This is an optimization exercise on Yosys and OpenROAD, whose aim is small area, a short achievable clock period and few clock cycles, not a production implementation.
Where RTL was checked, it was by simulation tests only, not by an equivalence proof against the original.
Only the layout flow was run in run 4; the RTL was not checked for function there.
No activity file was given, so power comes from the tool's default toggle rates.

### flow/flow/run.sh
#!/bin/bash
# The standard layout (the standard.sh: standard synthesis, ORFS floorplan to finish)
# with these changes:
#  - repair_timing aims at a larger setup slack (SETUP_SLACK_MARGIN) at the design's
#    unchanged clock period;
#  - every input and output port still gets its own buffer, a plain buf_2 instead of
#    the delay cell (clkdlybuf4s50_1) that buffer_ports picks by default;
#  - clock tree synthesis as ORFS runs it, without dummy loads.
set -euo pipefail
bash standard.sh SETUP_SLACK_MARGIN=7.5 ADDER_MAP_FILE= \
  "BUFFER_PORTS_ARGS=-buffer_cell sky130_fd_sc_hd__buf_2" \
  "CTS_ARGS=-sink_clustering_enable -repair_clock_nets -dont_use_dummy_load" \
  finish > flow_make.log 2>&1
### flow/standard.sh
#!/bin/bash
# synth_recipe.tcl (not shown) runs the flow's synth.tcl, then flattens the netlist and writes it again
# the make line also repeats each setting of config.mk as NAME=value (left out here)
make -C /OpenROAD-flow-scripts/flow DESIGN_CONFIG=/design/flow/config.mk WORK_HOME=/design/flow/orfs CLKGATE_MAP_FILE= SYNTH_SCRIPT=/design/flow/synth_recipe.tcl "${@:-finish}"
### flow/config.mk
export PLATFORM = sky130hd
export DESIGN_NAME = proc
export DESIGN_NICKNAME = proc
export VERILOG_FILES = /design/flow/design.v
export SDC_FILE = /design/flow/constraint.sdc
export NUM_CORES = 4
export LEC_CHECK = 0
export ABC_AREA = 1
export CAP_MARGIN = 20
export CORE_MARGIN = 2
export CORE_UTILIZATION = 40
export PLACE_DENSITY = 0.6
export SLEW_MARGIN = 20
export TNS_END_PERCENT = 0
### flow/constraint.sdc
create_clock -name core_clock -period 12.0 [get_ports {clk}]
set_input_delay 2.4000 -clock core_clock [delete_from_list [all_inputs] [get_ports {clk}]]
set_output_delay 2.4000 -clock core_clock [all_outputs]
set_load 0.01 [all_outputs]
### flow/design.v
module proc (
   imem_addr, dmem_addr, dmem_wdata, dmem_we, halted,
   clk, rst, imem_data, dmem_rdata
   );
   input clk;
   input rst;
   input [15:0] imem_data;
   input [15:0] dmem_rdata;
   output [15:0] imem_addr;
   output [15:0] dmem_addr;
   output [15:0] dmem_wdata;
   output dmem_we;
   output halted;
   reg [15:0] ir;       
   reg        v;        
   reg        hf;       
   reg [15:0] pcn;      
   reg [15:0] ra;       
   reg [15:0] rb;       
   reg [15:0] rw;       
   reg        sub;      
   reg [15:0] r0, r1, r2, r3, r4, r5, r6, r7;
   wire [4:0] op = ir[15:11];
   wire [2:0] rs = ir[10:8];
   wire [2:0] rt = ir[7:5];
   wire [2:0] rd = ir[4:2];
   wire is_halt  = (op == 5'b00000);
   wire is_j     = (op[4:2] == 3'b001);                    
   wire is_link  = (op[4:1] == 4'b0011);                   
   wire is_br    = (op[4:2] == 3'b011);
   wire is_alui  = (op[4:2] == 3'b010);                    
   wire is_shi   = (op[4:2] == 3'b101);                    
   wire is_st    = (op == 5'b10000);
   wire is_ld    = (op == 5'b10001);
   wire is_slbi  = (op == 5'b10010);
   wire is_stu   = (op == 5'b10011);
   wire is_lbi   = (op == 5'b11000);
   wire is_btr   = (op == 5'b11001);
   wire is_shr   = (op == 5'b11010);
   wire is_arr   = (op == 5'b11011);
   wire is_set   = (op[4:2] == 3'b111);
   wire [16:0] s17 = {1'b0, ra} + {1'b0, rb};
   wire [15:0] sum = s17[15:0];
   wire cout = s17[16];
   wire [15:0] p = ra ^ rb;
   wire eq = &p;                                           
   wire le = (ra[15] ^ rb[15]) ? sum[15] : ra[15];         
   reg set_r;
   always @(*) begin
      case (op[1:0])
        2'b00: set_r = eq;
        2'b01: set_r = le & ~eq;
        2'b10: set_r = le;
        default: set_r = cout;
      endcase
   end
   wire [1:0] shop = is_shi ? op[1:0] : ir[1:0];          
   wire [3:0] amt  = rb[3:0];
   wire left = ~shop[1];
   wire [15:0] arev;
   genvar gi;
   generate for (gi = 0; gi < 16; gi = gi + 1) begin : g_rev
      assign arev[gi] = ra[15 - gi];
   end endgenerate
   wire [15:0] sx = left ? arev : ra;
   wire [15:0] s1 = amt[0] ? {sx[0], sx[15:1]} : sx;
   wire [15:0] s2 = amt[1] ? {s1[1:0], s1[15:2]} : s1;
   wire [15:0] s3 = amt[2] ? {s2[3:0], s2[15:4]} : s2;
   wire [15:0] s4 = amt[3] ? {s3[7:0], s3[15:8]} : s3;
   wire [15:0] mask = 16'hFFFF >> amt;
   wire [15:0] sm = shop[0] ? (s4 & mask) : s4;
   wire [15:0] smrev;
   generate for (gi = 0; gi < 16; gi = gi + 1) begin : g_rev2
      assign smrev[gi] = sm[15 - gi];
   end endgenerate
   wire [15:0] shift_r = left ? smrev : sm;
   wire lxor = is_alui ? ~op[0] : ~ir[0];
   wire [15:0] logic_r = lxor ? p : (p & ra);
   wire sel_sum = (is_alui & ~op[1]) | is_stu | (is_arr & ~ir[1]);
   wire sel_log = (is_alui & op[1]) | (is_arr & ir[1]);
   wire sel_sh  = is_shi | is_shr;
   wire [15:0] wdata = ({16{sel_sum}} & (sum ^ {16{sub}}))
                     | ({16{sel_log}} & logic_r)
                     | ({16{sel_sh}}  & shift_r)
                     | {15'h0000, is_set & set_r}
                     | ({16{is_btr}}  & arev)
                     | ({16{is_slbi}} & {ra[7:0], ir[7:0]})
                     | ({16{is_lbi}}  & {{8{ir[7]}}, ir[7:0]})
                     | ({16{is_ld}}   & dmem_rdata)
                     | ({16{is_link}} & pcn);
   wire act = v & ~hf;
   wire wen = act & (is_alui | is_shi | is_ld | is_slbi | is_stu | op[4:3] == 2'b11 | is_link);
   reg [2:0] wsel;
   always @(*) begin
      if (is_link) wsel = 3'd7;
      else if (is_alui | is_shi | is_ld) wsel = rt;
      else if (is_stu | is_slbi | is_lbi) wsel = rs;
      else wsel = rd;
   end
   wire [15:0] wd = rst ? 16'h0000 : wdata;
   wire [7:0] wdec = 8'b1 << wsel;
   wire [7:0] we = {8{rst}} | ({8{wen}} & wdec);
   always @(posedge clk) begin
      if (we[0]) r0 <= wd;
      if (we[1]) r1 <= wd;
      if (we[2]) r2 <= wd;
      if (we[3]) r3 <= wd;
      if (we[4]) r4 <= wd;
      if (we[5]) r5 <= wd;
      if (we[6]) r6 <= wd;
      if (we[7]) r7 <= wd;
   end
   assign dmem_addr  = sum;
   assign dmem_wdata = rw;
   assign dmem_we    = act & (is_st | is_stu);
   wire wz = ~|rw;
   reg bcond;
   always @(*) begin
      case (op[1:0])
        2'b00: bcond = wz;
        2'b01: bcond = ~wz;
        2'b10: bcond = rw[15];
        default: bcond = ~rw[15];
      endcase
   end
   wire take = v & (is_j | (is_br & bcond));
   assign imem_addr = take ? sum : pcn;
   wire [15:0] pcn_next = imem_addr + 16'd2;
   wire [15:0] fi = imem_data;
   wire [4:0] fop = fi[15:11];
   wire f_br  = (fop[4:2] == 3'b011);
   wire f_pc  = f_br | (fop[4:2] == 3'b001 && !fop[0]);    
   wire [2:0] fa = fi[10:8];
   wire [2:0] fb = f_br ? fi[10:8] : fi[7:5];
   wire [7:0] fa1 = 8'b1 << fa;
   wire [7:0] fb1 = 8'b1 << fb;
   wire [15:0] rda = ({16{fa1[0]}} & r0) | ({16{fa1[1]}} & r1) | ({16{fa1[2]}} & r2) | ({16{fa1[3]}} & r3)
                   | ({16{fa1[4]}} & r4) | ({16{fa1[5]}} & r5) | ({16{fa1[6]}} & r6) | ({16{fa1[7]}} & r7);
   wire [15:0] rdb = ({16{fb1[0]}} & r0) | ({16{fb1[1]}} & r1) | ({16{fb1[2]}} & r2) | ({16{fb1[3]}} & r3)
                   | ({16{fb1[4]}} & r4) | ({16{fb1[5]}} & r5) | ({16{fb1[6]}} & r6) | ({16{fb1[7]}} & r7);
   wire fwa = wen & (wsel == fa);
   wire fwb = wen & (wsel == fb);
   wire [15:0] opa = fwa ? wdata : rda;
   wire [15:0] opb = fwb ? wdata : rdb;
   wire f_sub = (fop == 5'b01001) | (fop == 5'b11011 && fi[1:0] == 2'b01)
              | (fop[4:2] == 3'b111 && fop[1:0] != 2'b11);
   reg [15:0] fimm;
   always @(*) begin
      if (fop[4:2] == 3'b001) fimm = fop[0] ? {8'h00, fi[7:0]} : {{5{fi[10]}}, fi[10:0]};
      else if (f_br) fimm = {{8{fi[7]}}, fi[7:0]};
      else fimm = {{11{fi[4]}}, fi[4:0]};
   end
   wire [15:0] fb_val = (fop[4] & fop[3]) ? opb : fimm;
   always @(posedge clk) begin
      ir  <= fi;
      ra  <= f_pc ? pcn_next : opa;
      rb  <= fb_val ^ {16{f_sub}};
      rw  <= opb;
      sub <= f_sub;
   end
   always @(posedge clk) begin
      if (rst) begin
         v   <= 1'b0;
         hf  <= 1'b0;
         pcn <= 16'h0000;
      end else begin
         v   <= 1'b1;
         hf  <= hf | (v & is_halt);
         pcn <= pcn_next;
      end
   end
   assign halted = hf | (v & is_halt);
endmodule
==> results of run 1 <==
-- state kept, by name, summed over array words and instances (netlist names) --
name and count:
rb 16, rw 16, ra 16, r7 16
r5 16, pcn 16, r6 16, r1 16
r4 16, hf 1, r2 16, ir 16
v 1, r0 16, r3 16, sub 1
-- metrics by stage --
step | hold WS, ns | power (mW)
global placement | 0.4862 | 1.646
CTS | 0.4954 | 2.311
floorplan | 0.4507 | 1.386
global route | 0.5695 | 2.435
detailed placement | 0.4842 | 1.649
finish | 0.5008 | 2.330
-- per-layer routing --
| metal | track usage [%] | up-vias |
|---|---|---|
| li1 | - | 6272 |
| met1 | 39.56 | 6313 |
| met2 | 50.01 | 848 |
| met3 | 4.227 | 142 |
| met4 | 14.89 | 0 |
| met5 | 0 | - |
-- cells by family (layout without fill, tap and decap cells) --
family | after synthesis | count (layout)
simple gates | 1013 | 1016
buf+inv | 278 | 358
flops | 211 | 211
compound gates | 282 | 282
xor+xnor | 14 | 14
-- worst min path at each step --
stage,startpoint,end
6_report,hf,hf
5_1_grt,hf,hf
4_1_cts,hf,hf
3_3_place_gp,hf,hf
2_1_floorplan,hf,hf
3_5_place_dp,hf,hf
-- report_power, final --
group          switching, mW  internal (mW)
Sequential            0.0684          0.868
Combinational          0.540          0.234
Clock                  0.272          0.349
Total                  0.880           1.45
-- worst max-delay path, delay by kind of cell (launching register included) --
| kind | cells | cell delay, ns |
|---|---|---|
| and+or+nand+nor | 5 | 1.08 |
| AOI/OAI and AO/OA | 2 | 0.52 |
| DFF | 1 | 0.32 |
| buffers and inverters | 1 | 0.13 |
-- layout make-up --
type | instances | share of cell area, %
Tap cell | 442 | 3.667
Multi-Input combinational cell | 1312 | 45.18
Sequential cell | 211 | 36.71
Clock buffer | 24 | 3.982
Inverter | 210 | 5.244
Timing Repair Buffer | 124 | 5.210
-- timing repair --
action	in CTS	in global routing
setup buffers	14	3
gates cloned	4	0
pin swaps	16	9
gates resized for setup	76	14
setup endpoints to repair	29	49
-- Yosys cell counts, types with 20 or more instances --
cell,instances
a21oi_1,61
a221oi_1,23
buf_2,21
clkbuf_1,33
dfxtp_1,83
edfxtp_1,128
inv_1,184
nand2_1,545
nand3_1,258
nand4_1,20
nor2_1,102
nor3_1,26
o21ai_0,67
-- cells in the final DEF, fill, tap and decap left out, drive strengths merged, types with 17 or more instances in the layout --
cell and count:
inv 203, a21oi 62, o22ai 18, a221oi 23, nor3 28, nand2 565, a22oi 17, nand3 265
nor2 119, o21ai 86, clkbuf 24, dfxtp 83, edfxtp 128, nand4 22, buf 123
==> results.json, run 1 <==
{
  "outcome": "finished clean",
  "dr.pass1.iters": 7,
  "synth_compound_area_share_pct": 14.02,
  "worstSetupStartpointType": "flop",
  "r2r_end": "r4[1]",
  "placed_cell_area_sq_um": 13980,
  "highest_layer": "met4",
  "crit_path_end": "imem_addr[9]",
  "fin_util_pct": 46.59,
  "ys_types": 62,
  "area_delta_synth_final_pct": 15.00,
  "clock_latency_ns": 0.53,
  "drt-total-wl_mm": 52.78,
  "worst_pin_slew_ns": 1.174,
  "via_count": 13575,
  "finalInstanceArea_sq_um": 15080,
  "dr_wl_met2_mm": 24.00,
  "synthesis.nets": 1832,
  "grt_pass1_wl_mm": 77.36,
  "rsz0062_at_grt": "yes",
  "finalCritPeriodShare_pct": 41.52,
  "syn_inst": 1798,
  "cp_max_fo": 8,
  "synth_area_leaders": "edfxtp_1, nand2_1, dfxtp_1",
  "syn_area_per_cell_sq_um": 7.294,
  "synth_top_area_share_pct": 29.31,
  "cts_hold_buffers": 0,
  "coreArea_sq_um": 32370,
  "pre_cts_ws_ns": 6.849,
  "drtIter0Drc": 1891,
  "yosys.area_share.adder_pct": 0,
  "htreeDepth": 1,
  "min_path_type": "reg -> reg",
  "die_area_sq_um": 34250,
  "maxCapViolCount": 0,
  "power.leakage_nw": 6.647,
  "cts_tree": "built",
  "drc": 0,
  "drv_slew": 0,
  "rrSetupSlack_ns": 8.17,
  "wl_per_cell_um": 22.72,
  "die_h_um": 185.1,
  "antenna_found_initial": 0,
  "grt_pass1_vias": 12531,
  "regArea_sq_um": 5537,
  "grt_max_degree": 36,
  "fp-row-count": 66,
  "critPathMaxStageDelay_ns": 0.32,
  "clock_skew_ns": 0.02339,
  "wl_met3_mm": 4.812,
  "cellPowerDensity_nw_per_um2": 154.5,
  "ys_seq_area_share_pct": 41.98,
  "viasPerCell": 5.844,
  "stdcell_count": 2323,
  "cts.sink_count": 211,
  "worstRegToRegCells": 10,
  "ir_drop_mv": 0.1177,
  "fmax_ghz": 0.2007,
  "io_pins": 84,
  "netlist.top_cell.by_area": "edfxtp_1",
  "max-slew-margin-rel_pct": 20.89,
  "diodes": 0,
  "critPathLaunch": "rw[5]",
  "r2r-start": "ir[15]",
  "clk_pin_slew_worst_paths_ns": 0.07,
  "fin_nets": 1917,
  "io_buffers": 83,
  "yosysWarnings": 1,
  "synth-async-reset-ratio_pct": 0,
  "setup_viol": 0,
  "end_kind": "output pin",
  "ant_nets": 0,
  "initial_utilization_pct": 40.51,
  "dp.cells": 2278,
  "synth_top_family_by_area": "simple AND/OR/NAND/NOR gates",
  "hold_violations": 0,
  "multi_input_area_sq_um": 6814,
  "fill_cells": 3309,
  "gr-total-overflow": 0,
  "layout-drive-gt1-share_pct": 15.84,
  "finalCriticalPeriod_ns": 4.982,
  "crit_slowest_cell": "dfxtp_1",
  "ys_seq_elements": 211,
  "hpwl_mm": 39.49,
  "syn_area_sq_um": 13110,
  "worstPathCellList": "nor2_1, nand4_1, nand3b_1, a21o_1, nand2_4, nand2_8, o21a_4, buf_6",
  "holdPathStages": 2,
  "critPathRequiredTime_ns": 9.60,
  "synth_enable_flop_cells": 128,
  "synth_xor_area_share_pct": 1.107,
  "setup_tns_ns": 0,
  "root_buffer": "clkbuf_16",
  "cts_inserted_buffers": 24,
  "yosys-mux-area-fraction_pct": 0,
  "yosys.area_share.simple_pct": 34.32,
  "met1_length_mm": 21.21,
  "die-width_um": 185.1,
  "cts_buffer_depth": 3,
  "setup_ws_ns": 7.018,
  "place_congestion": 1.044,
  "crit_type": "reg -> out",
  "grt.total_usage_pct": 30.48,
  "synth_ff_type": "edfxtp_1",
  "arrival_ns": 2.58
}
Testbench counts, summed over its fixed seeds: cycles 36,069.
==> inputs of run 2 (changes only) <==
==> flow/flow/run.sh (replaced) <==
#!/bin/bash
# The standard layout (the standard.sh: standard synthesis, ORFS floorplan to finish)
# with these changes:
#  - ABC maps the logic with flow/abc_area.script (ABC_AREA is 1) instead of ORFS's
#    abc_area.script; ORFS's scripts are copied into the work folder for that, nothing
#    else in them changes, and the registers are those of the standard synthesis;
#  - repair_timing aims at a larger setup slack (SETUP_SLACK_MARGIN) at the design's
#    unchanged clock period;
#  - every input and output port still gets its own buffer, a plain buf_2 instead of
#    the delay cell (clkdlybuf4s50_1) that buffer_ports picks by default;
#  - clock tree synthesis without dummy loads.
set -euo pipefail
rm -rf orfs_scripts
cp -r "$FLOW_HOME/scripts" orfs_scripts
cp flow/abc_area.script orfs_scripts/abc_area.script
bash standard.sh SCRIPTS_DIR="$PWD/orfs_scripts" SETUP_SLACK_MARGIN=7 \
  "BUFFER_PORTS_ARGS=-buffer_cell sky130_fd_sc_hd__buf_2" \
  "CTS_ARGS=-sink_clustering_enable -repair_clock_nets -dont_use_dummy_load " \
  finish > flow_make.log 2>&1
==> flow/flow/abc_area.script (new file) <==
strash
dch
map -D 1800
topo
stime -c
buffer -c
upsize -c
dnsize -c
--- a/flow/config.mk
+++ b/flow/config.mk
@@ -13,2 +13 @@
 export SLEW_MARGIN = 20
-export TNS_END_PERCENT = 0
==> run 2 against run 1 <==
  * Fmax fell by 5.6%
  * Hold slack got worse by 0.015 ns
  * Largest cell class unchanged
  * Routed wire length shrank 1.9%
  * Critical path type unchanged
  * Critical endpoint is now imem_addr[13]
==> results.json, run 2 <==
{
  "hold_start": "hf",
  "ys_types": 72,
  "worst_pin_slew_ns": 0.8747,
  "comb_power_share_pct": 39.9,
  "ir_drop_mv": 0.1256,
  "hpwl_mm": 37.13,
  "yosys.area_share.adder_pct": 3.399,
  "syn_area_per_cell_sq_um": 8.255,
  "fin_util_pct": 49.20,
  "worstSetupStartpointType": "flop",
  "yosys.area_share.simple_pct": 17.35,
  "cts.sink_count": 211,
  "cts_tree": "built",
  "antenna_found_initial": 0,
  "hold_violations": 0,
  "fmax_ghz": 0.1894,
  "yosys-mux-area-fraction_pct": 0.4715,
  "setup_tns_ns": 0,
  "cp_max_fo": 4,
  "drt-total-wl_mm": 51.75,
  "grt.total_usage_pct": 30.21,
  "area_delta_synth_final_pct": 21.58,
  "regArea_sq_um": 5548,
  "final_cell_mix": "nand2_1, inv_1, edfxtp_1, nor2_1, buf_4",
  "crit_type": "reg -> out",
  "p_clk_share_pct": 23.1,
  "syn_area_sq_um": 12740,
  "yosysWarnings": 1,
  "synth_top_area_share_pct": 30.18,
  "intPower_mw": 1.605,
  "worstPathCellList": "clkinvlp_4, ha_4, inv_2, a221oi_4, o21ai_2, a21oi_2, o21ai_2, buf_6, a21oi_4, xor2_1, nand2_1, o21a_1, buf_2",
  "rrSetupSlack_ns": 7.30,
  "synthesis.nets": 1611,
  "maxCapViolCount": 0,
  "via_count": 12595,
  "die_h_um": 182.4,
  "drtIter0Drc": 1502,
  "holdPathStages": 2,
  "ant_nets": 0,
  "setup_viol": 0,
  "viasPerCell": 6.038,
  "grt_max_degree": 66,
  "power.leakage_nw": 6.226,
  "coreArea_sq_um": 31470,
  "synth_top_family_by_area": "compound AO/OA/AOI/OAI gates",
  "synth_common_cells": "nand2_1, inv_1, edfxtp_1",
  "layout-drive-gt1-share_pct": 23.22,
  "crit_slowest_cell": "dfxtp_4",
  "multi_input_area_sq_um": 6850,
  "min_path_type": "reg -> reg",
  "clock_latency_ns": 0.53,
  "switching_power_mw": 0.9785,
  "arrival_ns": 2.88,
  "gr-total-overflow": 0,
  "clock_skew_ns": 0.04431,
  "rsz0062_at_grt": "yes",
  "cellPowerDensity_nw_per_um2": 166.8,
  "synth-async-reset-ratio_pct": 0,
  "htreeDepth": 1,
  "final_common_cell": "nand2_1",
  "fp-row-count": 65,
  "netlist.top_cell.by_area": "edfxtp_1",
  "synth_ff_type": "edfxtp_1",
  "p_seq_share_pct": 37.0,
  "diodes": 0,
  "grt_pass1_wl_mm": 74.95,
  "io_pins": 84,
  "initial_utilization_pct": 40.47,
  "drv_slew": 0,
  "fill_cells": 2985,
  "ys_seq_elements": 211,
  "cts_buffer_depth": 3,
  "place_congestion": 0.9880,
  "worstRegToRegCells": 15,
  "r2r-start": "rb[0]",
  "finalCritPeriodShare_pct": 43.99,
  "fin_nets": 1754,
  "wl_per_cell_um": 24.81,
  "outcome": "finished clean",
  "max-slew-margin-rel_pct": 41.41,
  "critPathRequiredTime_ns": 9.60,
  "io_buffers": 83,
  "syn_inst": 1543,
  "synth_enable_flop_cells": 128,
  "grt_pass1_vias": 11717,
  "synth_compound_area_share_pct": 25.19,
  "dr.pass1.iters": 7,
  "crit_top_cell": "o21ai_2",
  "ys_seq_area_share_pct": 43.22,
  "cts_inserted_buffers": 23,
  "yosysMostFrequentCell": "nand2_1",
  "end_kind": "output pin",
  "finalCriticalPeriod_ns": 5.279,
  "clk_pin_slew_worst_paths_ns": 0.06,
  "critPathMaxStageDelay_ns": 0.36,
  "die-width_um": 182.4,
  "synth_xor_area_share_pct": 2.122,
  "r2r_end": "rb[0]",
  "root_buffer": "clkbuf_16",
  "holdWs_ns": 0.4855,
  "switching_share_pct": 37.88,
  "min_to": "hf",
  "drc": 0,
  "synth_area_leaders": "edfxtp_1, dfxtp_1, nand2_1",
  "die_area_sq_um": 33290
}
[run 2: changes by cell type after synthesis, sizes merged, moves of 26 or more]
cell   change
nand2    -266
ha        +33
a22oi     +50
nand3    -220
a21oi     +26
o21ai     +78
[run 2: cell families after synthesis]
family	Yosys count
xor gates and xnor gates	30
buffers and inverters	255
muxes	6
AOI/OAI and AO/OA	490
DFF	211
adders and majority gates	34
and+or+nand+nor	517
[run 2: final cells by class]
| type | instances | area share, % |
|---|---|---|
| Clock buffer | 23 | 3.717 |
| Inverter | 189 | 4.832 |
| Multi-Input combinational cell | 1078 | 44.24 |
| Sequential cell | 211 | 35.82 |
| Tap cell | 402 | 3.248 |
| Timing Repair Buffer | 180 | 8.039 |
| Timing Repair inverter | 3 | 0.1050 |
[run 2: layer usage]
metal / global-route usage (%) / up-vias / part of all wire [%]
met1: 37.51 / 5991 / 39
met5: 0 / - / 0
met4: 16.00 / 0 / 6.1
li1: - / 5732 / -
met3: 4.889 / 167 / 8.3
met2: 50.66 / 705 / 47
[run 2: critical path: cells and delay by family, from the launching register on]
family	cells	cell delay, ns
buffers and inverters	4	0.44
DFF	1	0.36
AOI/OAI and AO/OA	6	0.97
and+or+nand+nor	1	0.10
adders and majority gates	1	0.31
xor gates and xnor gates	1	0.17
[run 2: worst max path at each step]
stage | start | endpoint | slack, ns | depth (start not counted)
3_5_place_dp | rb[3] | imem_addr[14] | 6.12 | 12
2_1_floorplan | rb[1] | imem_addr[15] | 7.03 | 15
5_1_grt | rb[2] | imem_addr[13] | 6.63 | 13
4_1_cts | rb[0] | imem_addr[14] | 6.72 | 11
6_report | rb[2] | imem_addr[13] | 6.72 | 13
3_3_place_gp | rb[3] | imem_addr[15] | 6.17 | 14
[run 2: metrics by stage]
stage               total power, mW  worst slack [ns]  instances  area [sq um]
floorplan                     1.418             7.034       1543         12740
global placement              1.715             6.165       1986         13550
detailed placement            1.716             6.122       1986         13580
CTS                           2.476             6.720       2064         14990
global route                  2.692             6.632       2086         15490
finish                        2.583             6.721       2086         15490
[run 2: power groups by stage]
| stage | clock network (mW) | logic [mW] | registers, mW |
|---|---|---|---|
| CTS | 0.600 | 0.926 | 0.950 |
| floorplan | 0 | 0.490 | 0.928 |
| global route | 0.630 | 1.10 | 0.960 |
| finish | 0.595 | 1.03 | 0.956 |
| detailed placement | 0 | 0.754 | 0.962 |
| global placement | 0 | 0.753 | 0.962 |
[run 2: timing repair]
action	in CTS	in global routing
setup buffers	51	22
endpoints found under the setup margin	41	44
gates cloned	4	0
pin swaps	29	21
resized for setup	113	66
hold buffers	0	0
==> inputs of run 3 (changes only) <==
==> flow/flow/abc_area.script (replaced) <==
strash
dc2
balance
dch
map -B 0.9
topo
stime -c
buffer -c
upsize -c
dnsize -c
--- a/flow/config.mk
+++ b/flow/config.mk
@@ -13 +13,2 @@
 export SLEW_MARGIN = 20
+export TNS_END_PERCENT = 0
==> run 3 against run 2 <==
  * Area after synthesis shrank 2.5%
  * Routed wire length is 8.9% lower
  * Utilization fell by 3.1 points
  * Critical path type unchanged
  * Highest routed layer is now met5
==> results.json, run 3 <==
{
  "drt-total-wl_mm": 47.15,
  "finalInstanceArea_sq_um": 14120,
  "synth_top_area_share_pct": 30.95,
  "grt_max_degree": 48,
  "fmax_ghz": 0.1690,
  "outcome": "finished clean",
  "finalCriticalPeriod_ns": 5.917,
  "clk_pin_slew_worst_paths_ns": 0.06,
  "syn_area_per_cell_sq_um": 8.182,
  "cellPowerDensity_nw_per_um2": 164.7,
  "drv_slew": 0,
  "synth_ff_type": "edfxtp_1",
  "ys_types": 61,
  "fin_nets": 1672,
  "die_area_sq_um": 32480,
  "drtIter0Drc": 1346,
  "root_buffer": "clkbuf_16",
  "synth_common_cells": "nand2_1, inv_1, edfxtp_1",
  "setup_tns_ns": 0,
  "yosysWarnings": 1,
  "cp_max_fo": 3,
  "cts_buffer_depth": 3,
  "ys_seq_elements": 211,
  "cts.sink_count": 211,
  "arrival_ns": 3.52,
  "worst_pin_slew_ns": 0.9992,
  "hpwl_mm": 35.27,
  "power.leakage_nw": 5.962,
  "die_h_um": 180.2,
  "cts_hold_buffers": 0,
  "synth_area_leaders": "edfxtp_1, dfxtp_1, nand2_1",
  "crit_type": "reg -> out",
  "grt_pass1_vias": 11339,
  "clock_skew_ns": 0.03775,
  "max-slew-margin-rel_pct": 33.17,
  "fp-row-count": 64,
  "crit_top_cell": "nand2_2",
  "min_path_type": "reg -> reg",
  "final_cell_mix": "nand2_1, inv_1, edfxtp_1, o21ai_0, nor2_1",
  "critPathMaxStageDelay_ns": 0.36,
  "io_buffers": 83,
  "synth_enable_flop_cells": 128,
  "hold_violations": 0,
  "dr.pass1.iters": 6,
  "ant_nets": 0,
  "place_congestion": 1.019,
  "cts_inserted_buffers": 23,
  "coreArea_sq_um": 30590,
  "finalCritPeriodShare_pct": 49.30,
  "synth-async-reset-ratio_pct": 0,
  "ir_drop_mv": 0.1286,
  "cts_tree": "built",
  "clock_latency_ns": 0.52,
  "end_kind": "output pin",
  "syn_area_sq_um": 12420,
  "grt.total_usage_pct": 28.34,
  "ys_seq_area_share_pct": 44.32,
  "grt_pass1_wl_mm": 69.98,
  "wl_per_cell_um": 23.60,
  "worstSetupStartpointType": "flop",
  "crit_slowest_cell": "dfxtp_4",
  "gr-total-overflow": 0,
  "io_pins": 84,
  "antenna_found_initial": 1,
  "netlist.top_cell.by_area": "edfxtp_1",
  "area_delta_synth_final_pct": 13.65,
  "maxCapViolCount": 0,
  "initial_utilization_pct": 40.60,
  "viasPerCell": 5.919,
  "synthesis.nets": 1586,
  "die-width_um": 180.2,
  "final_common_cell": "nand2_1",
  "diodes": 0,
  "htreeDepth": 1,
  "layout-drive-gt1-share_pct": 14.98,
  "placed_cell_area_sq_um": 13370,
  "rsz0062_at_grt": "yes",
  "yosysMostFrequentCell": "nand2_1",
  "via_count": 11827,
  "syn_inst": 1518,
  "critPathRequiredTime_ns": 9.60,
  "drc": 0,
  "setup_viol": 0
}
run 3: path summary, 6_finish.rpt:
check / startpoint / endpoint / slack, ns / depth (start not counted)
worst max-delay path: rb[1] / imem_addr[15] / 6.08 / 35
worst min register to register: hf / hf / 0.49 / 2
worst max register to register: ir[11] / rb[1] / 7.13 / 13
worst min-delay path: hf / hf / 0.49 / 2
run 3: final cells by class:
type	count	area, sq um
fill	3053	16470
multi-input combinational	1023	5966
sequential	211	5523
inverter	226	864.6
timing repair buffer	119	691.9
clock buffer	23	575.6
tap	396	495.5
run 3: through the flow:
stage / setup WS, ns / power (mW) / utilization, % / std cells / hold slack [ns]
finish: 6.083 / 2.325 / 46.15 / 1998 / 0.4942
floorplan: 6.905 / 1.413 / - / 1518 / 0.4558
global placement: 6.168 / 1.693 / 43.67 / 1965 / 0.4743
global route: 5.754 / 2.438 / 46.15 / 1998 / 0.5269
detailed placement: 6.082 / 1.694 / 43.71 / 1965 / 0.4847
CTS: 6.149 / 2.297 / 45.89 / 1994 / 0.4955
run 3: worst max-delay path, delay by kind of cell, from the launching register on:
kind | cells | cell delay, ns
buffers and inverters | 3 | 0.28
DFF | 1 | 0.36
and+or+nand+nor | 30 | 1.94
AOI/OAI and AO/OA | 1 | 0.16
adders and majority gates | 1 | 0.28
run 3: cells by family after synthesis:
| kind of cell | share of synthesized area, % |
|---|---|
| xor gates and xnor gates | 2.609 |
| and+or+nand+nor | 18.06 |
| DFF | 44.32 |
| muxes | 0.5641 |
| AOI/OAI and AO/OA | 21.86 |
| buffers and inverters | 9.096 |
| adders and majority gates | 3.485 |
run 3: routing by layer:
metal,global-route usage (%),vias to the layer above,share of wire [%]
met5,0,-,0.025
met4,13.39,2,4.8
met3,4.669,132,9.5
met2,47.19,696,46
met1,35.95,5557,39
li1,-,5440,-
run 3: timing repair:
action                     4_1_cts  5_1_grt
buffers inserted                 6        4
setup endpoints to repair       42       55
gates resized for setup         14       18
pin swaps                        2       20
run 3: where the power goes:
part           internal (mW)  switching [mW]
clock                  0.335           0.261
combinational          0.244           0.530
sequential             0.875          0.0806
==> inputs of run 4 (changes only) <==
--- a/flow/design.v
+++ b/flow/design.v
@@ -134,12 +134,10 @@
    wire [2:0] fb = f_br ? fi[10:8] : fi[7:5];
-   wire [7:0] fa1 = 8'b1 << fa;
-   wire [7:0] fb1 = 8'b1 << fb;
-   wire [15:0] rda = ({16{fa1[0]}} & r0) | ({16{fa1[1]}} & r1) | ({16{fa1[2]}} & r2) | ({16{fa1[3]}} & r3)
-                   | ({16{fa1[4]}} & r4) | ({16{fa1[5]}} & r5) | ({16{fa1[6]}} & r6) | ({16{fa1[7]}} & r7);
-   wire [15:0] rdb = ({16{fb1[0]}} & r0) | ({16{fb1[1]}} & r1) | ({16{fb1[2]}} & r2) | ({16{fb1[3]}} & r3)
-                   | ({16{fb1[4]}} & r4) | ({16{fb1[5]}} & r5) | ({16{fb1[6]}} & r6) | ({16{fb1[7]}} & r7);
    wire fwa = wen & (wsel == fa);
    wire fwb = wen & (wsel == fb);
-   wire [15:0] opa = fwa ? wdata : rda;
-   wire [15:0] opb = fwb ? wdata : rdb;
+   wire [7:0] fa1 = (8'b1 << fa) & {8{~fwa}};
+   wire [7:0] fb1 = (8'b1 << fb) & {8{~fwb}};
+   wire [15:0] opa = ({16{fwa}} & wdata) | ({16{fa1[0]}} & r0) | ({16{fa1[1]}} & r1) | ({16{fa1[2]}} & r2) | ({16{fa1[3]}} & r3)
+                   | ({16{fa1[4]}} & r4) | ({16{fa1[5]}} & r5) | ({16{fa1[6]}} & r6) | ({16{fa1[7]}} & r7);
+   wire [15:0] opb = ({16{fwb}} & wdata) | ({16{fb1[0]}} & r0) | ({16{fb1[1]}} & r1) | ({16{fb1[2]}} & r2) | ({16{fb1[3]}} & r3)
+                   | ({16{fb1[4]}} & r4) | ({16{fb1[5]}} & r5) | ({16{fb1[6]}} & r6) | ({16{fb1[7]}} & r7);
    wire f_sub = (fop == 5'b01001) | (fop == 5'b11011 && fi[1:0] == 2'b01)
==> flow/flow/run.sh (replaced) <==
#!/bin/bash
# The standard layout (the standard.sh: standard synthesis, ORFS floorplan to finish)
# with these changes:
#  - repair_timing aims at a larger setup slack (SETUP_SLACK_MARGIN) at the design's
#    unchanged clock period;
#  - every input and output port still gets its own buffer, a plain buf_2 instead of
#    the delay cell (clkdlybuf4s50_1) that buffer_ports picks by default;
#  - clock tree synthesis as ORFS runs it, without dummy loads.
set -euo pipefail
bash standard.sh SETUP_SLACK_MARGIN=7 \
  "BUFFER_PORTS_ARGS=-buffer_cell sky130_fd_sc_hd__buf_2" \
  "CTS_ARGS=-sink_clustering_enable -repair_clock_nets -dont_use_dummy_load" \
  finish > flow_make.log 2>&1
--- a/flow/config.mk
+++ b/flow/config.mk
@@ -13,2 +13 @@
 export SLEW_MARGIN = 20
-export TNS_END_PERCENT = 0
removed: flow/flow/abc_area.script
==> run 4 against run 3 <==
  * Still clean on timing, DRC and antenna
  * Non-clock buffer count up 32
  * Utilization rose by 1.9 points
  * Synthesized cell count rose by 31%
  * Clock skew rose by 0.044 ns
  * Sequential cell count is the same
  * Global-route usage increased by 1.7 points
  * Critical path type unchanged
  * Critical endpoint is now dmem_addr[10]
  * Highest routed layer is now met4
==> results.json, run 4 <==
{
  "outcome": "finished clean",
  "finalCritPeriodShare_pct": 41.48,
  "worst_pin_slew_ns": 1.112,
  "synthesis.nets": 2054,
  "cts_hold_buffers": 0,
  "cts_tree": "built",
  "coreArea_sq_um": 34630,
  "critPathLaunch": "rb[3]",
  "maxCapViolCount": 0,
  "power.leakage_nw": 7.503,
  "pre_cts_ws_ns": 5.817,
  "ys_types": 56,
  "crit_slowest_cell": "dfxtp_4",
  "crit_top_cell": "nand2_4",
  "cellPowerDensity_nw_per_um2": 158.0,
  "dr.pass1.iters": 8,
  "holdWs_ns": 0.4786,
  "die_area_sq_um": 36690,
  "final_cell_mix": "nand2_1, nand3_1, inv_1, nor2_1, edfxtp_1",
  "root_buffer": "clkbuf_16",
  "placed_cell_area_sq_um": 14750,
  "r2r-start": "ir[14]",
  "hold_violations": 0,
  "die-width_um": 191.6,
  "crit_type": "reg -> out",
  "worstSetupStartpointType": "flop",
  "grt_pass1_wl_mm": 82.18,
  "grt.total_usage_pct": 30.09,
  "synth_compound_area_share_pct": 7.114,
  "hold_start": "hf",
  "synth_ff_type": "edfxtp_1",
  "htreeDepth": 1,
  "wl_per_cell_um": 22.36,
  "cts_inserted_buffers": 26,
  "ir_drop_mv": 0.1143,
  "fin_nets": 2148,
  "max-slew-margin-rel_pct": 25.88,
  "die_h_um": 191.6,
  "synth_top_area_share_pct": 27.32,
  "synth_enable_flop_cells": 128,
  "synth_xor_area_share_pct": 1.361,
  "netlist.top_cell.by_area": "edfxtp_1",
  "layout-drive-gt1-share_pct": 18.38,
  "cts_buffer_depth": 3,
  "end_kind": "output pin",
  "dp.cells": 2450,
  "stdcell_count": 2533,
  "critPathRequiredTime_ns": 9.60,
  "cp_max_fo": 4,
  "io_buffers": 83,
  "setup_viol": 0,
  "area_delta_synth_final_pct": 18.17,
  "rsz0062_at_grt": "yes",
  "cts.sink_count": 211,
  "fmax_ghz": 0.2009,
  "clock_latency_ns": 0.57,
  "via_count": 14644,
  "syn_inst": 1986,
  "clk_pin_slew_worst_paths_ns": 0.06,
  "synth_top_family_by_area": "simple AND/OR/NAND/NOR gates",
  "drc": 0,
  "clock_skew_ns": 0.08162,
  "finalCriticalPeriod_ns": 4.978,
  "grt_max_degree": 84,
  "grt_pass1_vias": 13360,
  "synth-async-reset-ratio_pct": 0,
  "drv_slew": 0,
  "synth_common_cells": "nand2_1, nand3_1, inv_1",
  "ant_nets": 0,
  "place_congestion": 0.9719,
  "syn_area_sq_um": 14070,
  "viasPerCell": 5.781,
  "critPathMaxStageDelay_ns": 0.38,
  "antenna_found_initial": 0,
  "final_common_cell": "nand2_1",
  "min_path_type": "reg -> reg",
  "yosys.area_share.adder_pct": 3.077,
  "finalInstanceArea_sq_um": 16630,
  "yosys.area_share.simple_pct": 40.21,
  "setup_ws_ns": 7.022,
  "arrival_ns": 2.58,
  "hpwl_mm": 40.32,
  "syn_area_per_cell_sq_um": 7.084,
  "ys_seq_area_share_pct": 39.13,
  "yosysWarnings": 1,
  "gr-total-overflow": 0,
  "yosys-mux-area-fraction_pct": 0,
  "drtIter0Drc": 1824,
  "fin_util_pct": 48.01,
  "initial_utilization_pct": 40.63,
  "worstPathCellList": "clkinvlp_4, ha_4, inv_6, nand3_2, nand2_4, nand3_2, nand2_4, nand2_2, nand2_4, xor2_1, buf_2",
  "fp-row-count": 68,
  "finalPower_mw": 2.628,
  "setup_tns_ns": 0,
  "ys_seq_elements": 211,
  "io_pins": 84,
  "diodes": 0,
  "drt-total-wl_mm": 56.64,
  "synth_area_leaders": "edfxtp_1, nand3_1, nand2_1",
  "yosysMostFrequentCell": "nand2_1"
}
## run 4: layout make-up
class,instances,area [sq um]
fill,3438,18000
sequential,211,5528
clock buffer,26,650.6
multi-input combinational,1485,8093
timing repair inverter,2,10.01
tap,455,569.3
inverter,203,804.5
timing repair buffer,151,970.9
## run 4: worst max-delay path, delay by kind of cell (launching register included)
family | cells | cell delay (ns)
and+or+nand+nor | 6 | 0.56
buffers and inverters | 3 | 0.42
DFF | 1 | 0.38
xor gates and xnor gates | 1 | 0.34
adders and majority gates | 1 | 0.30
## run 4: layer usage
layer  vias up  routed length, um  global-route usage [%]
li1       6868                  -                       -
met1      6820              22490                   38.42
met2       796              26090                   49.96
met3       160               4764                   3.874
met4         0               3287                   15.18
met5         -                  0                       0
## run 4: cell families after synthesis
logic type | after synthesis
buffers and inverters | 293
and+or+nand+nor | 1258
adders and majority gates | 34
xor gates and xnor gates | 21
DFF | 211
AOI/OAI and AO/OA | 169
## run 4: worst paths after layout
path                                       to  slack (ns)  cells after the start
worst min-delay path                       hf        0.48                      2
worst max register to register         ra[14]        7.27                     17
worst min register to register             hf        0.48                      2
worst max-delay path            dmem_addr[10]        7.02                     11
## run 4: report_power, final
part | total, mW | internal (mW) | switching [mW]
clock network | 0.659 | 0.376 | 0.284
registers | 0.946 | 0.873 | 0.0735
logic | 1.02 | 0.340 | 0.682
total | 2.63 | 1.59 | 1.04
## run 4: repair_timing
item	in CTS	in global routing
cloned	4	1
setup buffers	30	21
setup endpoints to repair	63	44
pin swaps	20	35
resized for setup	101	93
==> inputs of run 5 (changes only) <==
--- a/flow/design.v
+++ b/flow/design.v
@@ -41,6 +41,33 @@
    wire is_set   = (op[4:2] == 3'b111);
-   wire [16:0] s17 = {1'b0, ra} + {1'b0, rb};
-   wire [15:0] sum = s17[15:0];
-   wire cout = s17[16];
    wire [15:0] p = ra ^ rb;
+   wire [15:0] g = ra & rb;
+   wire [15:0] g1, p1, g2, p2, g3, p3, g4, p4;
+   genvar gi;
+   generate for (gi = 0; gi < 16; gi = gi + 1) begin : g_pfx
+      if (gi % 2 == 1) begin : l1a
+         assign g1[gi] = g[gi] | (p[gi] & g[gi - 1]);
+         assign p1[gi] = p[gi] & p[gi - 1];
+      end else begin : l1b
+         assign g1[gi] = g[gi]; assign p1[gi] = p[gi];
+      end
+      if (gi % 4 >= 2) begin : l2a
+         assign g2[gi] = g1[gi] | (p1[gi] & g1[gi - (gi % 4) + 1]);
+         assign p2[gi] = p1[gi] & p1[gi - (gi % 4) + 1];
+      end else begin : l2b
+         assign g2[gi] = g1[gi]; assign p2[gi] = p1[gi];
+      end
+      if (gi % 8 >= 4) begin : l3a
+         assign g3[gi] = g2[gi] | (p2[gi] & g2[gi - (gi % 8) + 3]);
+         assign p3[gi] = p2[gi] & p2[gi - (gi % 8) + 3];
+      end else begin : l3b
+         assign g3[gi] = g2[gi]; assign p3[gi] = p2[gi];
+      end
+      if (gi >= 8) begin : l4a
+         assign g4[gi] = g3[gi] | (p3[gi] & g3[7]);
+      end else begin : l4b
+         assign g4[gi] = g3[gi];
+      end
+   end endgenerate
+   wire [15:0] sum = p ^ {g4[14:0], 1'b0};
+   wire cout = g4[15];
    wire eq = &p;                                           
@@ -60,3 +87,2 @@
    wire [15:0] arev;
-   genvar gi;
    generate for (gi = 0; gi < 16; gi = gi + 1) begin : g_rev
@@ -134,10 +160,12 @@
    wire [2:0] fb = f_br ? fi[10:8] : fi[7:5];
+   wire [7:0] fa1 = 8'b1 << fa;
+   wire [7:0] fb1 = 8'b1 << fb;
+   wire [15:0] rda = ({16{fa1[0]}} & r0) | ({16{fa1[1]}} & r1) | ({16{fa1[2]}} & r2) | ({16{fa1[3]}} & r3)
+                   | ({16{fa1[4]}} & r4) | ({16{fa1[5]}} & r5) | ({16{fa1[6]}} & r6) | ({16{fa1[7]}} & r7);
+   wire [15:0] rdb = ({16{fb1[0]}} & r0) | ({16{fb1[1]}} & r1) | ({16{fb1[2]}} & r2) | ({16{fb1[3]}} & r3)
+                   | ({16{fb1[4]}} & r4) | ({16{fb1[5]}} & r5) | ({16{fb1[6]}} & r6) | ({16{fb1[7]}} & r7);
    wire fwa = wen & (wsel == fa);
    wire fwb = wen & (wsel == fb);
-   wire [7:0] fa1 = (8'b1 << fa) & {8{~fwa}};
-   wire [7:0] fb1 = (8'b1 << fb) & {8{~fwb}};
-   wire [15:0] opa = ({16{fwa}} & wdata) | ({16{fa1[0]}} & r0) | ({16{fa1[1]}} & r1) | ({16{fa1[2]}} & r2) | ({16{fa1[3]}} & r3)
-                   | ({16{fa1[4]}} & r4) | ({16{fa1[5]}} & r5) | ({16{fa1[6]}} & r6) | ({16{fa1[7]}} & r7);
-   wire [15:0] opb = ({16{fwb}} & wdata) | ({16{fb1[0]}} & r0) | ({16{fb1[1]}} & r1) | ({16{fb1[2]}} & r2) | ({16{fb1[3]}} & r3)
-                   | ({16{fb1[4]}} & r4) | ({16{fb1[5]}} & r5) | ({16{fb1[6]}} & r6) | ({16{fb1[7]}} & r7);
+   wire [15:0] opa = fwa ? wdata : rda;
+   wire [15:0] opb = fwb ? wdata : rdb;
    wire f_sub = (fop == 5'b01001) | (fop == 5'b11011 && fi[1:0] == 2'b01)
==> flow/flow/run.sh (replaced) <==
#!/bin/bash
# The standard layout (the standard.sh: standard synthesis, ORFS floorplan to finish)
# with two choices of cells changed:
#  - every input and output port still gets its own buffer, but a plain buf_2 instead of
#    the delay cell (clkdlybuf4s50_1) that buffer_ports picks by default;
#  - clock tree synthesis as ORFS runs it, without dummy loads.
set -euo pipefail
bash standard.sh SETUP_SLACK_MARGIN=7 SKIP_LAST_GASP=1 \
  "BUFFER_PORTS_ARGS=-buffer_cell sky130_fd_sc_hd__buf_2" \
  "CTS_ARGS=-sink_clustering_enable -repair_clock_nets -dont_use_dummy_load -buf_list sky130_fd_sc_hd__clkbuf_8 -sink_clustering_size 20" \
  finish > flow_make.log 2>&1
==> run 5 against run 4 <==
  * Routed wire length is 6.7% lower
  * Non-clock buffer count is 13 higher
  * Critical path depth decreased by 1
  * Sequential cell count stayed put
  * Utilization down 0.43 points
  * First-iteration DRC count down 7.2%
  * Hold slack gained 0.010 ns
  * Sequential share of layout area rose by 2.6 points
  * Highest routed layer unchanged
  * Clock skew fell by 0.030 ns
==> results.json, run 5 <==
{
  "coreArea_sq_um": 32370,
  "diodes": 0,
  "worst_path_dominant_cell_family": "simple AND/OR/NAND/NOR gates",
  "cts_buffer_depth": 3,
  "fp-row-count": 66,
  "synth-async-reset-ratio_pct": 0,
  "rrSetupSlack_ns": 6.81,
  "switching_share_pct": 38.43,
  "cts_tree": "built",
  "fin_nets": 1933,
  "finalInstanceArea_sq_um": 15400,
  "min_to": "hf",
  "maxCapViolCount": 0,
  "r2r_end": "ra[14]",
  "ys_seq_area_share_pct": 42.07,
  "clk_pin_slew_worst_paths_ns": 0.05,
  "p_seq_share_pct": 39.7,
  "cts_hold_buffers": 0,
  "power.leakage_nw": 6.815,
  "outcome": "finished clean",
  "yosysMostFrequentCell": "nand2_1",
  "synth_ff_type": "edfxtp_1",
  "r2r-start": "ra[0]",
  "placed_cell_area_sq_um": 13940,
  "synth_top_area_share_pct": 29.37,
  "cts_inserted_buffers": 37,
  "max-slew-margin-rel_pct": 32.80,
  "die_h_um": 184.9,
  "synth_enable_flop_cells": 128,
  "drc": 0,
  "fill_cells": 3179,
  "drt-total-wl_mm": 52.86,
  "initial_utilization_pct": 40.43,
  "comb_power_share_pct": 37.6,
  "cellPowerDensity_nw_per_um2": 152.8,
  "switching_power_mw": 0.9042,
  "crit_type": "reg -> out",
  "ys_seq_elements": 211,
  "intPower_mw": 1.449,
  "critPathRequiredTime_ns": 9.60,
  "clock_latency_ns": 0.56,
  "cp_max_fo": 27,
  "end_kind": "output pin",
  "die-width_um": 184.9,
  "gr-total-overflow": 0,
  "ys_types": 66,
  "root_buffer": "clkbuf_8",
  "synth_area_leaders": "edfxtp_1, nand2_1, dfxtp_1",
  "final_cell_mix": "nand2_1, nand3_1, inv_1, edfxtp_1, nor2_1",
  "io_pins": 84,
  "critPathMaxStageDelay_ns": 0.35,
  "synth_common_cells": "nand2_1, nand3_1, inv_1",
  "ir_drop_mv": 0.1141,
  "area_delta_synth_final_pct": 17.69,
  "dr.pass1.iters": 8,
  "syn_area_per_cell_sq_um": 7.591,
  "viasPerCell": 5.785,
  "place_congestion": 0.9784,
  "netlist.top_cell.by_area": "edfxtp_1",
  "fmax_ghz": 0.1906,
  "hold_start": "hf",
  "die_area_sq_um": 34180,
  "min_path_type": "reg -> reg",
  "drv_slew": 0,
  "final_common_cell": "nand2_1",
  "finalCritPeriodShare_pct": 43.71,
  "syn_area_sq_um": 13090,
  "ant_nets": 0,
  "rsz0062_at_grt": "yes",
  "synthesis.nets": 1794,
  "htreeDepth": 2,
  "grt_pass1_vias": 12521,
  "p_clk_share_pct": 22.7,
  "holdPathStages": 2,
  "grt_max_degree": 34,
  "drtIter0Drc": 1692,
  "syn_inst": 1724,
  "hpwl_mm": 38.71,
  "crit_slowest_cell": "dfxtp_1",
  "clock_skew_ns": 0.05182,
  "wl_per_cell_um": 22.95,
  "arrival_ns": 2.85,
  "setup_viol": 0,
  "worstSetupStartpointType": "flop",
  "yosysWarnings": 1,
  "setup_tns_ns": 0,
  "via_count": 13323,
  "grt_pass1_wl_mm": 76.98,
  "worstPathCellList": "nor2_2, nand4_1, nand3b_1, nand3_1, nand3_2, nand2_8, nand2_1, o21ai_1, inv_1, buf_2",
  "antenna_found_initial": 0,
  "grt.total_usage_pct": 30.52,
  "crit_buf_inv": 2,
  "finalCriticalPeriod_ns": 5.246,
  "layout-drive-gt1-share_pct": 19.13,
  "worstRegToRegCells": 40,
  "hold_violations": 0,
  "cts.sink_count": 211,
  "worst_pin_slew_ns": 0.9826,
  "io_buffers": 83
}
run 5: cell types whose count changed after synthesis, moves of 12 or more:
cell,previous run,this run
o22ai_1,8,28
nor2_1,169,93
inv_1,186,201
buf_6,17,1
a22oi_1,0,27
nand2_1,507,452
xor2_1,19,7
nand3_1,482,253
o21ai_1,5,19
a221oi_1,3,21
run 5: worst max path at each step:
stage	start	to	slack, ns	depth (start not counted)
floorplan	rb[1]	imem_addr[8]	7.04	11
global placement	rb[1]	imem_addr[8]	5.87	11
detailed placement	rb[1]	imem_addr[8]	5.81	11
CTS	ra[0]	imem_addr[8]	6.74	12
global route	ra[0]	imem_addr[8]	6.68	12
finish	rw[5]	imem_addr[1]	6.75	10
run 5: layer usage:
| metal | GRT usage [%] | wire, um | vias up | part of all wire, % |
|---|---|---|---|---|
| met1 | 38.85 | 21280 | 6219 | 40 |
| met5 | 0 | 0 | - | 0 |
| met2 | 49.39 | 23950 | 760 | 45 |
| met3 | 4.424 | 4234 | 171 | 8.0 |
| met4 | 18.03 | 3390 | 0 | 6.4 |
| li1 | - | - | 6173 | - |
run 5: final cells by class:
| cell class | instances | area [sq um] | area share, % |
|---|---|---|---|
| Sequential cell | 211 | 5525 | 35.87 |
| Tap cell | 442 | 553.0 | 3.591 |
| Timing Repair inverter | 2 | 10.01 | 0.06499 |
| Timing Repair Buffer | 164 | 1124 | 7.295 |
| Clock buffer | 37 | 509.2 | 3.306 |
| Multi-Input combinational cell | 1224 | 6804 | 44.18 |
| Inverter | 223 | 877.1 | 5.695 |
run 5: cells by family (layout without fill, tap and decap cells):
family	Yosys count	count (layout)	synth area share, %
compound gates	282	282	14.03
xor+xnor	12	12	0.8031
fa+ha+maj	36	36	3.671
buf+inv	289	426	8.748
flops	211	211	42.07
simple gates	894	894	30.68
run 5: stage by stage:
stage	instances	total power [mW]	hold slack [ns]	util [%]	worst slack (ns)
final	2303	2.353	0.4889	47.58	6.754
after global routing	2303	2.469	0.5143	47.58	6.676
after CTS	2289	2.298	0.4943	46.64	6.744
after detailed placement	2202	1.663	0.4844	43.07	5.811
after global placement	2202	1.659	0.4711	43.05	5.865
after floorplan	1724	1.391	0.4558	-	7.039
run 5: repair_timing:
action                                  4_1_cts  5_1_grt
buffers inserted                             48       14
endpoints found under the setup margin       49       38
resized for setup                            80       54
cloned                                        2        0
pin swaps                                    20       23
run 5: power by group through the flow:
stage / registers [mW] / clock network [mW] / logic, mW
floorplan: 0.924 / 0 / 0.468
global placement: 0.951 / 0 / 0.708
detailed placement: 0.952 / 0 / 0.711
CTS: 0.932 / 0.547 / 0.819
global route: 0.941 / 0.570 / 0.959
finish: 0.934 / 0.535 / 0.884
run 5: worst register-to-register path: cells and delay by family (launching register included):
kind	cells	cell delay, ns
and+or+nand+nor	15	1.43
buffers and inverters	22	2.57
DFF	1	0.38
AOI/OAI and AO/OA	1	0.19
adders and majority gates	2	0.47
Testbench counts of run 5, summed over its fixed seeds: cycles 36,069.
==> inputs of run 6 (changes only) <==
--- a/flow/flow/run.sh
+++ b/flow/flow/run.sh
@@ -7,3 +7,3 @@
 set -euo pipefail
-bash standard.sh SETUP_SLACK_MARGIN=7 SKIP_LAST_GASP=1 \
+bash standard.sh SETUP_SLACK_MARGIN=7 \
   "BUFFER_PORTS_ARGS=-buffer_cell sky130_fd_sc_hd__buf_2" \
==> run 6 against run 5 <==
  * Critical path type unchanged
  * First-iteration DRC count unchanged
  * Critical path depth unchanged
  * Largest cell class unchanged
  * Count of clock-buffer cells in the layout unchanged
  * Global-route usage unchanged
  * Clock skew unchanged
  * Clock power about the same
  * Critical endpoint unchanged
  * Area after synthesis unchanged
  * Synthesized cell count unchanged
  * Sequential cell count unchanged
  * Die area unchanged
  * Register-to-register slack about the same
==> results.json, run 6 <==
{
  "r2r-start": "ra[0]",
  "synth_area_leaders": "edfxtp_1, nand2_1, dfxtp_1",
  "viasPerCell": 5.785,
  "finalInstanceArea_sq_um": 15400,
  "placed_cell_area_sq_um": 13940,
  "fill_cells": 3179,
  "ir_drop_mv": 0.1141,
  "grt_pass1_vias": 12521,
  "max-slew-margin-rel_pct": 32.80,
  "drtIter0Drc": 1692,
  "dr.pass1.iters": 8,
  "setup_ws_ns": 6.754,
  "outcome": "finished clean",
  "yosysWarnings": 1,
  "syn_area_per_cell_sq_um": 7.591,
  "via_count": 13323,
  "die_h_um": 184.9,
  "critPathRequiredTime_ns": 9.60,
  "hold_start": "hf",
  "crit_type": "reg -> out",
  "setup_viol": 0,
  "worstSetupStartpointType": "flop",
  "ant_nets": 0,
  "place_congestion": 0.9784,
  "final_common_cell": "nand2_1",
  "cts.sink_count": 211,
  "cellPowerDensity_nw_per_um2": 152.8,
  "clock_skew_ns": 0.05182,
  "rsz0062_at_grt": "yes",
  "diodes": 0,
  "ys_seq_elements": 211,
  "drc": 0,
  "fin_nets": 1933,
  "min_path_type": "reg -> reg",
  "grt_max_degree": 34,
  "die-width_um": 184.9,
  "final_cell_mix": "nand2_1, nand3_1, inv_1, edfxtp_1, nor2_1",
  "clock_latency_ns": 0.56,
  "drt-total-wl_mm": 52.86,
  "cts_inserted_buffers": 37,
  "layout-drive-gt1-share_pct": 19.13,
  "stdcell_count": 2303,
  "io_buffers": 83,
  "htreeDepth": 2,
  "grt.total_usage_pct": 30.52,
  "syn_inst": 1724,
  "synth_enable_flop_cells": 128,
  "synthesis.nets": 1794,
  "yosysMostFrequentCell": "nand2_1",
  "power.leakage_nw": 6.815,
  "critPathLaunch": "rw[5]",
  "finalCriticalPeriod_ns": 5.246,
  "root_buffer": "clkbuf_8",
  "ys_seq_area_share_pct": 42.07,
  "worst_pin_slew_ns": 0.9826,
  "synth_ff_type": "edfxtp_1",
  "hpwl_mm": 38.71,
  "wl_per_cell_um": 22.95,
  "die_area_sq_um": 34180,
  "initial_utilization_pct": 40.43,
  "synth_common_cells": "nand2_1, nand3_1, inv_1",
  "pre_cts_ws_ns": 5.811,
  "ys_types": 66,
  "grt_pass1_wl_mm": 76.98,
  "cts_buffer_depth": 3,
  "io_pins": 84,
  "cp_max_fo": 27,
  "cts_hold_buffers": 0,
  "clk_pin_slew_worst_paths_ns": 0.05,
  "syn_area_sq_um": 13090,
  "fmax_ghz": 0.1906,
  "arrival_ns": 2.85,
  "end_kind": "output pin",
  "gr-total-overflow": 0,
  "synth-async-reset-ratio_pct": 0,
  "dp.cells": 2202,
  "fp-row-count": 66,
  "synth_top_area_share_pct": 29.37,
  "coreArea_sq_um": 32370,
  "netlist.top_cell.by_area": "edfxtp_1",
  "cts_tree": "built",
  "antenna_found_initial": 0,
  "maxCapViolCount": 0,
  "finalCritPeriodShare_pct": 43.71,
  "drv_slew": 0,
  "area_delta_synth_final_pct": 17.69,
  "setup_tns_ns": 0,
  "hold_violations": 0
}
## run 6: cell counts in the layout (fill, tap and decap cells not counted)
Identical to the previous run, type by type.
## run 6: repair_timing
item / 4_1_cts / 5_1_grt
endpoints found under the setup margin: 49 / 38
pin swaps: 20 / 23
setup buffers: 48 / 14
endpoints found under the hold margin: 0 / 0
resized for setup: 80 / 54
gates cloned: 2 / 0
## run 6: cells by family (layout without fill, tap and decap cells)
logic type / after synthesis / in the layout / share of synthesized area [%]
adder cells (fa/ha/maj): 36 / 36 / 3.671
AND/OR/NAND/NOR: 894 / 894 / 30.68
XOR/XNOR: 12 / 12 / 0.8031
AO/OA/AOI/OAI: 282 / 282 / 14.03
buffers and inverters: 289 / 426 / 8.748
flip-flops: 211 / 211 / 42.07
## run 6: worst max-delay path, stage by stage, from the launching register on
cell      delay [ns]
dfxtp_1         0.35
nor2_2          0.25
nand4_1         0.12
nand3b_1        0.23
nand3_1         0.12
nand3_2         0.26
nand2_8         0.28
nand2_1         0.07
o21ai_1         0.18
inv_1           0.23
buf_2           0.19
## run 6: path summary, 6_finish.rpt
path	end	slack, ns	cells after the start
max	imem_addr[1]	6.75	10
min	hf	0.49	2
max reg2reg	ra[14]	6.81	40
min reg2reg	hf	0.49	2
## run 6: layout make-up
class | count | area (sq um) | area share [%]
Multi-Input combinational cell | 1224 | 6804 | 44.18
Tap cell | 442 | 553.0 | 3.591
Sequential cell | 211 | 5525 | 35.87
Clock buffer | 37 | 509.2 | 3.306
Inverter | 223 | 877.1 | 5.695
Timing Repair inverter | 2 | 10.01 | 0.06499
Timing Repair Buffer | 164 | 1124 | 7.295
## run 6: routing by layer
metal / vias to the layer above / global-route usage, % / part of all wire (%) / wire length (um)
met5: - / 0 / 0 / 0
met4: 0 / 18.03 / 6.4 / 3390
met3: 171 / 4.424 / 8.0 / 4234
met2: 760 / 49.39 / 45 / 23950
met1: 6219 / 38.85 / 40 / 21280
li1: 6173 / - / - / -
## run 6: report_power, final
part           internal [mW]  switching [mW]  total (mW)
Clock                  0.271           0.264       0.535
Sequential             0.869          0.0645       0.934
Combinational          0.308           0.576       0.884
Total                   1.45           0.904        2.35
## run 6: metrics by stage
| stage | util (%) | hold slack [ns] | total power, mW |
|---|---|---|---|
| after global placement | 43.05 | 0.4711 | 1.659 |
| after CTS | 46.64 | 0.4943 | 2.298 |
| final | 47.58 | 0.4889 | 2.353 |
| after floorplan | - | 0.4558 | 1.391 |
| after detailed placement | 43.07 | 0.4844 | 1.663 |
| after global routing | 47.58 | 0.5143 | 2.469 |
==> inputs of run 7 (changes only) <==
==> flow/flow/run.sh (replaced) <==
#!/bin/bash
# The standard layout (the standard.sh: standard synthesis, ORFS floorplan to finish)
# with these changes:
#  - repair_timing aims at a larger setup slack (SETUP_SLACK_MARGIN) at the design's
#    unchanged clock period;
#  - every input and output port still gets its own buffer, a plain buf_2 instead of
#    the delay cell (clkdlybuf4s50_1) that buffer_ports picks by default;
#  - clock tree synthesis as ORFS runs it, without dummy loads.
set -euo pipefail
bash standard.sh SETUP_SLACK_MARGIN=8 ADDER_MAP_FILE= \
  "BUFFER_PORTS_ARGS=-buffer_cell sky130_fd_sc_hd__buf_2" \
  "CTS_ARGS=-sink_clustering_enable -repair_clock_nets -dont_use_dummy_load" \
  finish > flow_make.log 2>&1
--- a/flow/config.mk
+++ b/flow/config.mk
@@ -13 +13,2 @@
 export SLEW_MARGIN = 20
+export TNS_END_PERCENT = 0
==> run 7 against run 6 <==
  * Still clean on timing, DRC and antenna
  * Global-route usage about the same
  * Hold slack worse by 0.0054 ns
  * Sequential share of layout area up 0.15 points
  * Via count up 0.13%
  * Sequential power up 0.7%
  * Clock skew up 0.0020 ns
  * Critical endpoint is now imem_addr[12]
  * Largest power group unchanged
==> results.json, run 7 <==
{
  "outcome": "finished clean",
  "grt_pass1_vias": 12585,
  "grt_max_degree": 36,
  "worstRegToRegCells": 12,
  "coreArea_sq_um": 32370,
  "netlist.top_cell.by_area": "edfxtp_1",
  "yosys.area_share.adder_pct": 0,
  "switching_power_mw": 0.9070,
  "p_seq_share_pct": 39.3,
  "grt.total_usage_pct": 30.49,
  "die_h_um": 184.8,
  "clock_skew_ns": 0.05382,
  "syn_area_per_cell_sq_um": 7.461,
  "critPathLaunch": "rw[1]",
  "intPower_mw": 1.491,
  "setup_ws_ns": 7.206,
  "synth_ff_type": "edfxtp_1",
  "fin_util_pct": 47.60,
  "maxCapViolCount": 0,
  "syn_area_sq_um": 13070,
  "cts_hold_buffers": 0,
  "fin_nets": 1892,
  "yosys.area_share.simple_pct": 33.40,
  "clock_latency_ns": 0.55,
  "root_buffer": "clkbuf_16",
  "cellPowerDensity_nw_per_um2": 155.6,
  "gr-total-overflow": 0,
  "place_congestion": 0.9720,
  "holdWs_ns": 0.4836,
  "power.leakage_nw": 6.812,
  "setup_viol": 0,
  "synth-async-reset-ratio_pct": 0,
  "yosysWarnings": 1,
  "rsz0062_at_grt": "yes",
  "end_kind": "output pin",
  "via_count": 13340,
  "antenna_found_initial": 0,
  "r2r-start": "ir[15]",
  "cts.sink_count": 211,
  "ir_drop_mv": 0.1171,
  "synth_common_cells": "nand2_1, nand3_1, inv_1",
  "min_path_type": "reg -> reg",
  "worstSetupStartpointType": "flop",
  "synth_area_leaders": "edfxtp_1, nand2_1, dfxtp_1",
  "cts_inserted_buffers": 26,
  "critPathRequiredTime_ns": 9.60,
  "drtIter0Drc": 1489,
  "final_cell_mix": "nand2_1, nand3_1, inv_1, edfxtp_1, nor2_1",
  "synth_xor_area_share_pct": 1.062,
  "ys_types": 63,
  "switching_share_pct": 37.82,
  "fp-row-count": 66,
  "rrSetupSlack_ns": 8.31,
  "grt_pass1_wl_mm": 77.49,
  "crit_path_end": "imem_addr[12]",
  "comb_power_share_pct": 33.1,
  "p_clk_share_pct": 27.6,
  "syn_inst": 1752,
  "io_buffers": 83,
  "initial_utilization_pct": 40.38,
  "cts_tree": "built",
  "htreeDepth": 1,
  "die_area_sq_um": 34140,
  "hpwl_mm": 38.70,
  "clk_pin_slew_worst_paths_ns": 0.06,
  "finalCritPeriodShare_pct": 39.95,
  "ant_nets": 0,
  "holdPathStages": 2,
  "synthesis.nets": 1786,
  "ys_seq_area_share_pct": 42.11,
  "drc": 0,
  "finalCriticalPeriod_ns": 4.794,
  "finalPower_mw": 2.398,
  "synth_top_area_share_pct": 29.40,
  "arrival_ns": 2.39,
  "crit_type": "reg -> out",
  "hold_start": "hf",
  "setup_tns_ns": 0,
  "die-width_um": 184.8,
  "cp_max_fo": 5,
  "cts_buffer_depth": 3,
  "yosys-mux-area-fraction_pct": 0,
  "wl_per_cell_um": 22.77,
  "drv_slew": 0,
  "synth_compound_area_share_pct": 14.57,
  "worst_pin_slew_ns": 0.9234,
  "final_common_cell": "nand2_1",
  "io_pins": 84,
  "yosysMostFrequentCell": "nand2_1",
  "pre_cts_ws_ns": 6.725,
  "area_delta_synth_final_pct": 17.86,
  "synth_enable_flop_cells": 128,
  "layout-drive-gt1-share_pct": 20.20,
  "diodes": 0,
  "drt-total-wl_mm": 52.33,
  "ys_seq_elements": 211,
  "synth_top_family_by_area": "simple AND/OR/NAND/NOR gates",
  "r2r_end": "r4[6]",
  "dr.pass1.iters": 5,
  "viasPerCell": 5.805,
  "fmax_ghz": 0.2086,
  "hold_violations": 0,
  "max-slew-margin-rel_pct": 38.37
}
[run 7: changes by cell type in the layout (fill, tap and decap cells not counted), moves of 18 or more]
cell       previous run  this run
nand2_1             428       466
clkbuf_8             37         0
ha_1                 29         0
clkbuf_16             0        26
buf_4                75        52
nand2_2              28        46
[run 7: stage by stage]
step | instances | instance area (sq um)
after floorplan | 1752 | 13170
after global placement | 2235 | 13970
after detailed placement | 2235 | 13970
after CTS | 2289 | 15110
after global routing | 2298 | 15410
final | 2298 | 15410
[run 7: final cells by class]
type / instances / area (sq um)
tap: 442 / 553.0
timing repair buffer: 139 / 892.1
sequential: 211 / 5550
fill: 3282 / 16960
multi-input combinational: 1259 / 6893
timing repair inverter: 1 / 5.005
clock buffer: 26 / 650.6
inverter: 220 / 863.3
[run 7: routing by layer]
layer / up-vias / routed length, um / GRT usage, %
li1: 6189 / - / -
met1: 6271 / 20970 / 39.15
met2: 722 / 24030 / 50.13
met3: 158 / 4261 / 4.070
met4: 0 / 3066 / 16.10
met5: - / 0 / 0
[run 7: worst min path at each step]
stage	end	slack (ns)
floorplan	hf	0.45
global placement	hf	0.47
detailed placement	hf	0.48
CTS	hf	0.49
global route	hf	0.52
finish	hf	0.48
[run 7: critical path, cell delays in order (launching register included)]
cell	delay, ns
dfxtp_2	0.34
nor2_2	0.08
nand2_1	0.07
nor3_2	0.14
nand3_2	0.17
nand3_2	0.13
nand3_4	0.09
nand2_4	0.10
clkinvlp_4	0.14
buf_8	0.17
buf_12	0.13
a21boi_4	0.13
buf_2	0.15
[run 7: power by group through the flow]
| stage | Sequential (mW) | Clock, mW | Combinational (mW) |
|---|---|---|---|
| final | 0.941 | 0.662 | 0.795 |
| after global routing | 0.949 | 0.693 | 0.863 |
| after CTS | 0.938 | 0.668 | 0.742 |
| after detailed placement | 0.954 | 0 | 0.688 |
| after global placement | 0.953 | 0 | 0.686 |
| after floorplan | 0.923 | 0 | 0.466 |
[run 7: logic make-up (layout without fill, tap and decap cells)]
logic type / count (synthesis) / in the layout
flops: 211 / 211
buf+inv: 283 / 386
simple gates: 966 / 967
compound gates: 277 / 277
xor+xnor: 15 / 15
[run 7: timing repair]
| action | CTS | global route |
|---|---|---|
| setup endpoints to repair | 73 | 80 |
| setup buffers | 25 | 7 |
| pin swaps | 18 | 19 |
| cloned | 3 | 0 |
| resized for setup | 79 | 63 |

[re-timing with driven ports]
No port has a modelled driver above. Below, the same layouts with a new extraction and two added sets of constraints. Step 1 assumes that a clkbuf_16 drives the clock port and a buf_2 every other input. Step 2 also shifts input and output timing later by t, the mid clock arrival at the registers, as if the neighbouring blocks saw the same clock. Slacks: ideal ports / drivers / drivers and shift; pairs: ideal ports / drivers.
run | t (ns) | slack for setup (ns) | worst hold slack (ns)
run 1 | 0.565 | 7.018 / 6.968 / 6.865 | 0.501 / 0.501 / 0.501
run 2 | 0.551 | 6.721 / 6.674 / 6.615 | 0.486 / 0.486 / 0.486
run 3 | 0.551 | 6.083 / 6.031 / 5.941 | 0.494 / 0.494 / 0.494
run 4 | 0.577 | 7.022 / 6.971 / 6.648 | 0.479 / 0.479 / 0.479
run 5 | 0.579 | 6.754 / 6.708 / 6.569 | 0.489 / 0.489 / 0.489
run 6 | 0.579 | 6.754 / 6.708 / 6.569 | 0.489 / 0.489 / 0.489
run 7 | 0.578 | 7.206 / 7.156 / 6.988 | 0.484 / 0.484 / 0.484
After both steps every run listed still meets setup and hold. The setup slack of run 4, which loses most, moves by -0.051 ns with the drivers and by -0.374 ns with both steps.
